What follows belongs to an exercise in optimizing a design on an open flow for small area; a production flow would make more cautious choices.
Only simulation tests tie the RTL to the original design; equivalence was not proved.

==> flow/design.v (outline; a module is shown in full before it is edited, if it fits) <==
// module display: 14422 lines
module display(pclk, rst, head_A, body_A, head_B, body_B, game_board_data, snake_data, food_time, food_count, state, winner, len_a, len_b, raddr1, raddr2, rgb, hs, vs, an, c
);
  // ...
==> flow/run.sh <==
#!/bin/bash
# synth_recipe.tcl (not shown) runs the flow's synth.tcl, then flattens the netlist and writes it again
# the make line also repeats each setting of config.mk as NAME=value (left out here)
make -C /OpenROAD-flow-scripts/flow DESIGN_CONFIG=/design/flow/config.mk WORK_HOME=/design/flow/orfs CLKGATE_MAP_FILE= SYNTH_SCRIPT=/design/flow/synth_recipe.tcl finish
==> flow/config.mk <==
export PLATFORM = sky130hd
export DESIGN_NAME = display
export DESIGN_NICKNAME = display
export VERILOG_FILES = /design/flow/design.v
export SDC_FILE = /design/flow/constraint.sdc
export NUM_CORES = 4
export LEC_CHECK = 0
export ABC_AREA = 1
export CAP_MARGIN = 20
export CORE_MARGIN = 2
export CORE_UTILIZATION = 55
export PLACE_DENSITY = 0.75
export SLEW_MARGIN = 20
==> flow/constraint.sdc <==
create_clock -name core_clock -period 40.0 [get_ports {pclk}]
set_input_delay 8.0000 -clock core_clock [delete_from_list [all_inputs] [get_ports {pclk}]]
set_output_delay 8.0000 -clock core_clock [all_outputs]
set_load 0.01 [all_outputs]
==> flow_summary_export.csv, run 1 <==
group,metric,value,unit
status,outcome,"complete, no violations",
clock_network,cts.htree.levels,2,
drt,drt-pass1-iter-count,5,
worst_hold_path,min_from,"g_LEN_cnt[0]",
clock_network,clk_path_buf_depth,2,
synthesis,syn_nets,2262,
synthesis,synth_top_area_share,15.2,%
critical_path,crit_path_end,"c[3]",
global_route,met1_usage,36.0,%
cells_and_area,n_all_inverters,423,
synthesis,ys_seq_elements,49,
sta,maxSlewHeadroom,42.1,%
cells_and_area,largest_class,"multi-input combinational cells",
cells_and_area,final_nets,2444,
cells_and_area,final_cells,2447,
synthesis,synth_top_family_by_area,"simple AND/OR/NAND/NOR gates",
clock_network,clock_latency,290,ps
synthesis,synth_xor_area_share,4.98,%
critical_path,cp-startpoint,"len_a[30]",
critical_path,crit_top_cell,"nand2_1",
synthesis,yosys-mux-area-fraction,0.507,%
sta,clock_skew,6.29,ps
global_route,met3_usage,2.76,%
sta,max_slew.worst_pin.slew,865,ps
clock_network,cts_sinks,49,
clock_network,tritoncts,"done",
synthesis,ys.flop_type,"dfxtp_1",
floorplan,taps,275,
==> run 2, diff against run 1 <==
==> flow/flow/run.sh (new file) <==
#!/bin/bash
# Own layout flow: the standard synthesis, then the combinational logic
# between the (unchanged) registers is re-mapped for area with ABC (dch +
# amap), then the standard layout from floorplan on, with the port
# buffers made from the smallest buffer cell. Each tool's output goes to a
# log file of its own in this folder.
set -euo pipefail
RES=orfs/results/${FLOW_PLATFORM}/display/base
LOGS=orfs/logs/${FLOW_PLATFORM}/display/base
YOSYS=$(command -v yosys || echo "$FLOW_HOME/../tools/install/yosys/bin/yosys")

bash standard.sh synth > std_synth.log 2>&1

cp $RES/1_2_yosys.v std_1_2_yosys.v
grep -o -- "-dont_use [A-Za-z0-9_]*" $LOGS/1_2_yosys.log | sort -u | tr '\n' ' ' > dont_use.txt
LIB=$FLOW_HOME/platforms/${FLOW_PLATFORM}/lib/sky130_fd_sc_hd__tt_025C_1v80.lib \
IN=std_1_2_yosys.v OUT=resynth.v ABCS=flow/amap.abc \
  "$YOSYS" -c flow/resynth.tcl > resynth.log 2>&1
cp resynth.v $RES/1_2_yosys.v
rm -f $RES/1_synth.odb $RES/1_synth.sdc

bash standard.sh "BUFFER_PORTS_ARGS=-buffer_cell sky130_fd_sc_hd__buf_1" finish > std_finish.log 2>&1
test -f out/final.def
==> flow/flow/amap.abc (new file) <==
strash
dch -f
amap
topo
==> flow/flow/resynth.tcl (new file) <==
# Re-map the combinational logic of the standard synthesis's netlist. The
# registers (and tie cells) are kept as they are, with their names.
set lib $::env(LIB)
yosys read_liberty -ignore_miss_func $lib
yosys read_verilog $::env(IN)
yosys hierarchy -top $::env(FLOW_TOP)
yosys setattr -mod -set keep_hierarchy 1 sky130_fd_sc_hd__df* sky130_fd_sc_hd__sdf* sky130_fd_sc_hd__ed* sky130_fd_sc_hd__dl* sky130_fd_sc_hd__conb_1
yosys flatten
yosys opt_clean -purge
yosys tee -o resynth_before.txt stat
set du [string trim [read [open dont_use.txt]]]
yosys abc -script $::env(ABCS) -liberty $lib {*}$du
yosys opt_clean -purge
yosys hilomap -singleton -hicell sky130_fd_sc_hd__conb_1 HI -locell sky130_fd_sc_hd__conb_1 LO
yosys insbuf -buf sky130_fd_sc_hd__buf_4 A X
yosys blackbox sky130_fd_sc_hd__*
yosys read_liberty -lib $lib
yosys tee -o resynth_stat.txt stat -liberty $lib
yosys check -assert -mapped
yosys write_verilog -noattr -nohex -nodec $::env(OUT)
==> flow/standard.sh (new file) <==
#!/bin/bash
# synth_recipe.tcl (not shown) runs the flow's synth.tcl, then flattens the netlist and writes it again
# the make line also repeats each setting of config.mk as NAME=value (left out here)
make -C /OpenROAD-flow-scripts/flow DESIGN_CONFIG=/design/flow/config.mk WORK_HOME=/design/flow/orfs CLKGATE_MAP_FILE= SYNTH_SCRIPT=/design/flow/synth_recipe.tcl "${@:-finish}"
--- a/flow/config.mk
+++ b/flow/config.mk
@@ -9,5 +9,6 @@
 export CAP_MARGIN = 20
 export CORE_MARGIN = 2
 export CORE_UTILIZATION = 55
+export GPL_TIMING_DRIVEN = 0
 export PLACE_DENSITY = 0.75
 export SLEW_MARGIN = 20
removed: flow/run.sh
==> run 2 against run 1 <==
Against the previous run: still clean on timing, DRC and antenna; count of clock-buffer cells in the layout up 1; maximum frequency fell by 3.1%; critical endpoint is now c[0].
==> flow_summary_export.csv, run 2 <==
group,metric,value,unit
sta,fin_tns_setup,0,ps
sta,max_slew.worst_pin.slew,1120,ps
synthesis,netlist_area,9080,um^2
cells_and_area,final_common_cell,"nor2_1",
status,outcome,"complete, no violations",
placement,dp_hpwl,22600,um
clock_network,tritoncts,"done",
clock_network,clock-root-buffer,"clkbuf_16",
drt,via_count,12600,
clock_network,cts.htree.levels,2,
sta,fmax,26.6,MHz
floorplan,fp.dieH,132,um
clock_network,clock_latency,300,ps
flow_run,drv_cap,0,
cells_and_area,fin_util,66.9,%
global_route,first_global_vias,10700,
drt,wl,29000,um
placement,port_buffers,196,
drt,drc,0,
drt,antenna_left,0,
synthesis,synth_area_per_cell,5.36,um^2
sta,hold_viol,0,
cells_and_area,final_cells,2121,
cells_and_area,largestRegisters,"rgb (12), g_LEN_cnt (10), g_Info_v (9)",
clock_network,clk_pin_slew,70,ps
global_route,grt_pass1_wl,46700,um
critical_path,cp_slowest_cell,"a21boi_2",
critical_path,cp-end-kind,"primary output",
cells_and_area,syn_to_final_growth,18.0,%
cells_and_area,final_layout_size_suffix_gt1_share,5.14,%
synthesis,syn_nets,1838,
sta,setup_violations,0,
synthesis,synth_warnings,1,
drt,detail_route.wl_per_cell,13.7,um
sta,fin_crit_sh,93.9,%
critical_path,cpPeakStageDelay,300,ps
sta,timing.final.ws_setup,2460,ps
sta,clock_skew,7.37,ps
sta,fin_hold_ws,451,ps
critical_path,cp_max_fo,7,
floorplan,core_area,16000,um^2
cells_and_area,final_nets,2050,
sta,min_period,37540,ps
clock_network,clk_path_buf_depth,2,
floorplan,dieArea,17500,um^2
clock_network,ctsHoldBuffers,0,
floorplan,fp-row-count,46,
critical_path,cp_data_required_time,32000,ps
floorplan,die_w,132,um
critical_path,crit_arrival,29540,ps
clock_network,cts_sinks,49,
drt,drt_iter0_drc,948,
clock_network,numCtsBuffers,5,
floorplan,ioPinCount,201,
worst_hold_path,hold_class,"register to register",
critical_path,path_class,"input port to primary output",
drt,vias_per_cell,5.94,
placement,dp_slack,-2230,ps
placement,dp_cells,2104,
global_route,antenna_found_initial,0,
global_route,track_usage,30.2,%
global_route,overflow,0,
critical_path,critical_path.startpoint_type,"input port",
floorplan,start_util,56.7,%
cells_and_area,largest_reg_flops,12,
critical_path,crit_top_cell,"clkinv_1",
cells_and_area,final_area,10700,um^2
global_route,grt_max_degree,39,
placement,place_congestion,1.02,
cells_and_area,layout_common_cells,"nor2_1, clkinv_1, nand2_1",
placement,post_dp_cell_area,10100,um^2
cells_and_area,antenna_cells,0,
sta,slew_viol_final,0,
drt,drt-pass1-iter-count,10,
sta,maxSlewHeadroom,25.6,%
synthesis,syn_inst,1692,
cells_and_area,top_register,"rgb",
[run 2: area by class of cell]
| type | instances | area [um^2] |
|---|---|---|
| Fill cell | 1575 | 5290 |
| Multi-Input combinational cell | 1415 | 7620 |
| Inverter | 227 | 852 |
| Tap cell | 216 | 270 |
| Sequential cell | 49 | 982 |
| Timing Repair Buffer | 205 | 803 |
| Buffer | 1 | 7.51 |
| Clock buffer | 7 | 143 |
| Clock inverter | 1 | 30.0 |
[run 2: final timing paths]
check | slack [ps] | endpoint | from | cells past startpoint
max | 2460 | c[0] | len_b[30] | 149
min | 450 | g_Info_h_reg_0_ | g_Info_h_reg_0_ | 1
max reg2reg | 33280 | rgb[1] | g_Info_h_reg_3_ | 27
min reg2reg | 450 | g_Info_h_reg_0_ | g_Info_h_reg_0_ | 1
[run 2: worst max-delay path: cells and delay by family]
kind                   cells  cell delay [ps]
AO/OA/AOI/OAI             57             9960
AND/OR/NAND/NOR           57             7330
buffers and inverters     35             4280
[run 2: what timing repair did]
action                     in CTS  in global routing
buffers inserted                1                  8
cloned                          0                  0
resized for setup              24                 95
pin swaps                       0                  9
setup endpoints to repair      14                 14
[run 2: layer usage]
metal	routed length, um	global-route usage [%]	vias to the layer above
met5	0	0	-
met4	863	8.24	0
met3	1910	3.26	81
met2	13400	53.2	453
met1	12800	39.1	5531
li1	-	-	6534
==> run 3, diff against run 2 <==
--- a/flow/config.mk
+++ b/flow/config.mk
@@ -9,6 +9,5 @@
 export CAP_MARGIN = 20
 export CORE_MARGIN = 2
 export CORE_UTILIZATION = 55
-export GPL_TIMING_DRIVEN = 0
 export PLACE_DENSITY = 0.75
 export SLEW_MARGIN = 20
==> run 3 against run 2 <==
Against the previous run: worst hold slack got worse by 5.1 ps; maximum frequency increased by 0.46%; via count grew 1.7%; first-iteration DRC count fell by 8.1%; register-to-register slack worse by 80 ps; largest cell class unchanged; die area did not move.
==> flow_summary_export.csv, run 3 <==
group,metric,value,unit
global_route,track_usage,30.7,%
placement,place_congestion,0.989,
critical_path,cp-end-kind,"primary output",
clock_network,cts.htree.levels,2,
cells_and_area,final_nets,2090,
sta,hold_viol,0,
cells_and_area,syn_to_final_growth,19.2,%
drt,drt_iter0_drc,871,
sta,fmax,26.8,MHz
critical_path,path_class,"input port to primary output",
clock_network,cts_sinks,49,
critical_path,cp_data_required_time,32000,ps
floorplan,start_util,56.7,%
drt,detail_route.wl_per_cell,13.5,um
cells_and_area,antenna_cells,0,
floorplan,die_w,132,um
global_route,first_global_vias,11000,
sta,fin_crit_sh,93.4,%
synthesis,synth_area_per_cell,5.36,um^2
critical_path,cpPeakStageDelay,360,ps
clock_network,clock_latency,290,ps
synthesis,netlist_area,9080,um^2
placement,port_buffers,196,
clock_network,clk_pin_slew,70,ps
critical_path,cp_slowest_cell,"a211oi_2",
cells_and_area,largestRegisters,"rgb (12), g_LEN_cnt (10), g_Info_v (9)",
global_route,antenna_found_initial,0,
drt,vias_per_cell,5.93,
cells_and_area,final_layout_size_suffix_gt1_share,5.66,%
global_route,overflow,0,
cells_and_area,layout_common_cells,"nor2_1, clkinv_1, nand2_1",
sta,min_period,37370,ps
sta,max_slew.worst_pin.slew,1080,ps
clock_network,numCtsBuffers,5,
drt,drt-pass1-iter-count,8,
sta,clock_skew,6.08,ps
worst_hold_path,hold_class,"register to register",
critical_path,cp_max_fo,7,
sta,setup_violations,0,
floorplan,ioPinCount,201,
clock_network,tritoncts,"done",
flow_run,drv_cap,0,
floorplan,fp-row-count,46,
synthesis,syn_inst,1692,
drt,via_count,12800,
placement,dp_hpwl,23300,um
critical_path,crit_top_cell,"nor2_1",
global_route,grt_max_degree,37,
drt,wl,29100,um
placement,post_dp_cell_area,10400,um^2
sta,fin_tns_setup,0,ps
drt,drc,0,
cells_and_area,final_area,10800,um^2
sta,maxSlewHeadroom,27.8,%
floorplan,dieArea,17500,um^2
cells_and_area,largest_reg_flops,12,
critical_path,crit_arrival,29370,ps
clock_network,clk_path_buf_depth,2,
drt,antenna_left,0,
synthesis,syn_nets,1838,
clock_network,clock-root-buffer,"clkbuf_16",
status,outcome,"complete, no violations",
synthesis,synth_warnings,1,
floorplan,core_area,16000,um^2
cells_and_area,top_register,"rgb",
critical_path,critical_path.startpoint_type,"input port",
sta,slew_viol_final,0,
floorplan,fp.dieH,132,um
global_route,grt_pass1_wl,47400,um
cells_and_area,final_common_cell,"nor2_1",
-- run 3: cell types whose count changed in the layout (fill, tap and decap cells not counted), sizes merged --
cell and change:
clkinvlp +1, buf +40, bufinv -1, clkbuf -2, inv -3, clkinv +5
-- run 3: stage by stage --
stage / hold slack (ps) / instances / utilization [%] / setup slack (ps)
2_1_floorplan: 409 / 1692 / - / 2220
3_3_place_gp: 422 / 2148 / 65.1 / 1050
3_5_place_dp: 438 / 2148 / 65.1 / 289
4_1_cts: 447 / 2156 / 66.0 / 119
5_1_grt: 481 / 2161 / 67.6 / -347
6_report: 446 / 2161 / 67.6 / 2630
-- run 3: cell type report --
type / count / area [um^2]
Fill cell: 1569 / 5180
Clock buffer: 5 / 125
Tap cell: 216 / 270
Inverter: 227 / 852
Sequential cell: 49 / 981
Timing Repair Buffer: 246 / 1110
Multi-Input combinational cell: 1415 / 7460
Clock inverter: 3 / 17.5
-- run 3: per-layer routing --
layer	GRT usage, %	vias to the layer above	routed length, um
met5	0	-	0
met4	10.4	0	1120
li1	-	6623	-
met2	54.7	483	13800
met3	3.07	98	1750
met1	38.5	5603	12500
-- run 3: repair_timing --
item	CTS	global route
hold buffers	0	0
endpoints found under the setup margin	0	14
buffers inserted	0	5
hold endpoints to repair	0	0
gates resized for setup	0	83
-- run 3: final timing paths --
path | from | endpoint | slack [ps] | depth (start not counted)
worst min-delay path | g_LEN_cnt[0] | g_LEN_cnt[0] | 450 | 1
worst max register to register | g_Info_h_reg_3_ | rgb[1] | 33200 | 27
worst max-delay path | len_b[31] | c[3] | 2630 | 143
worst min register to register | g_LEN_cnt[0] | g_LEN_cnt[0] | 450 | 1
-- run 3: worst max-delay path: cells and delay by family --
kind                   cells  cell delay, ps
buffers and inverters     37            4430
AND/OR/NAND/NOR           51            6360
AO/OA/AOI/OAI             55           10530

[port drivers added, routing unchanged]
How much do the figures lean on ideal ports? The routed layouts below were timed once more, with nothing changed but the port constraints. Step 1 sets driving cells, clkbuf_16 on the clock port and buf_2 on the other inputs (assumed; they add their load-dependent delay and slew). Step 2 also shifts input and output timing later by t, the mid clock arrival at the registers, as if the neighbouring blocks saw the same clock. Three values: ideal ports, drivers, drivers and shift; two values: the first two.
| run | t (ns) | setup WS [ns] | hold WS [ns] | clock arrival spread, ns | worst register clock-pin slew, ns |
|---|---|---|---|---|---|
| run 1 | 0.330 | 3.613 / 3.593 / 3.593 | 0.424 / 0.424 / 0.424 | 0.007 / 0.007 | 0.07 / 0.07 |
| run 2 | 0.330 | 2.456 / 2.436 / 2.436 | 0.451 / 0.451 / 0.451 | 0.008 / 0.007 | 0.07 / 0.07 |
| run 3 | 0.318 | 2.630 / 2.604 / 2.604 | 0.446 / 0.446 / 0.446 | 0.007 / 0.006 | 0.07 / 0.07 |
After both steps every run listed still meets setup and hold. For run 3, which loses most, drivers alone change the setup slack by -0.026 ns; drivers and shift together by -0.026 ns.
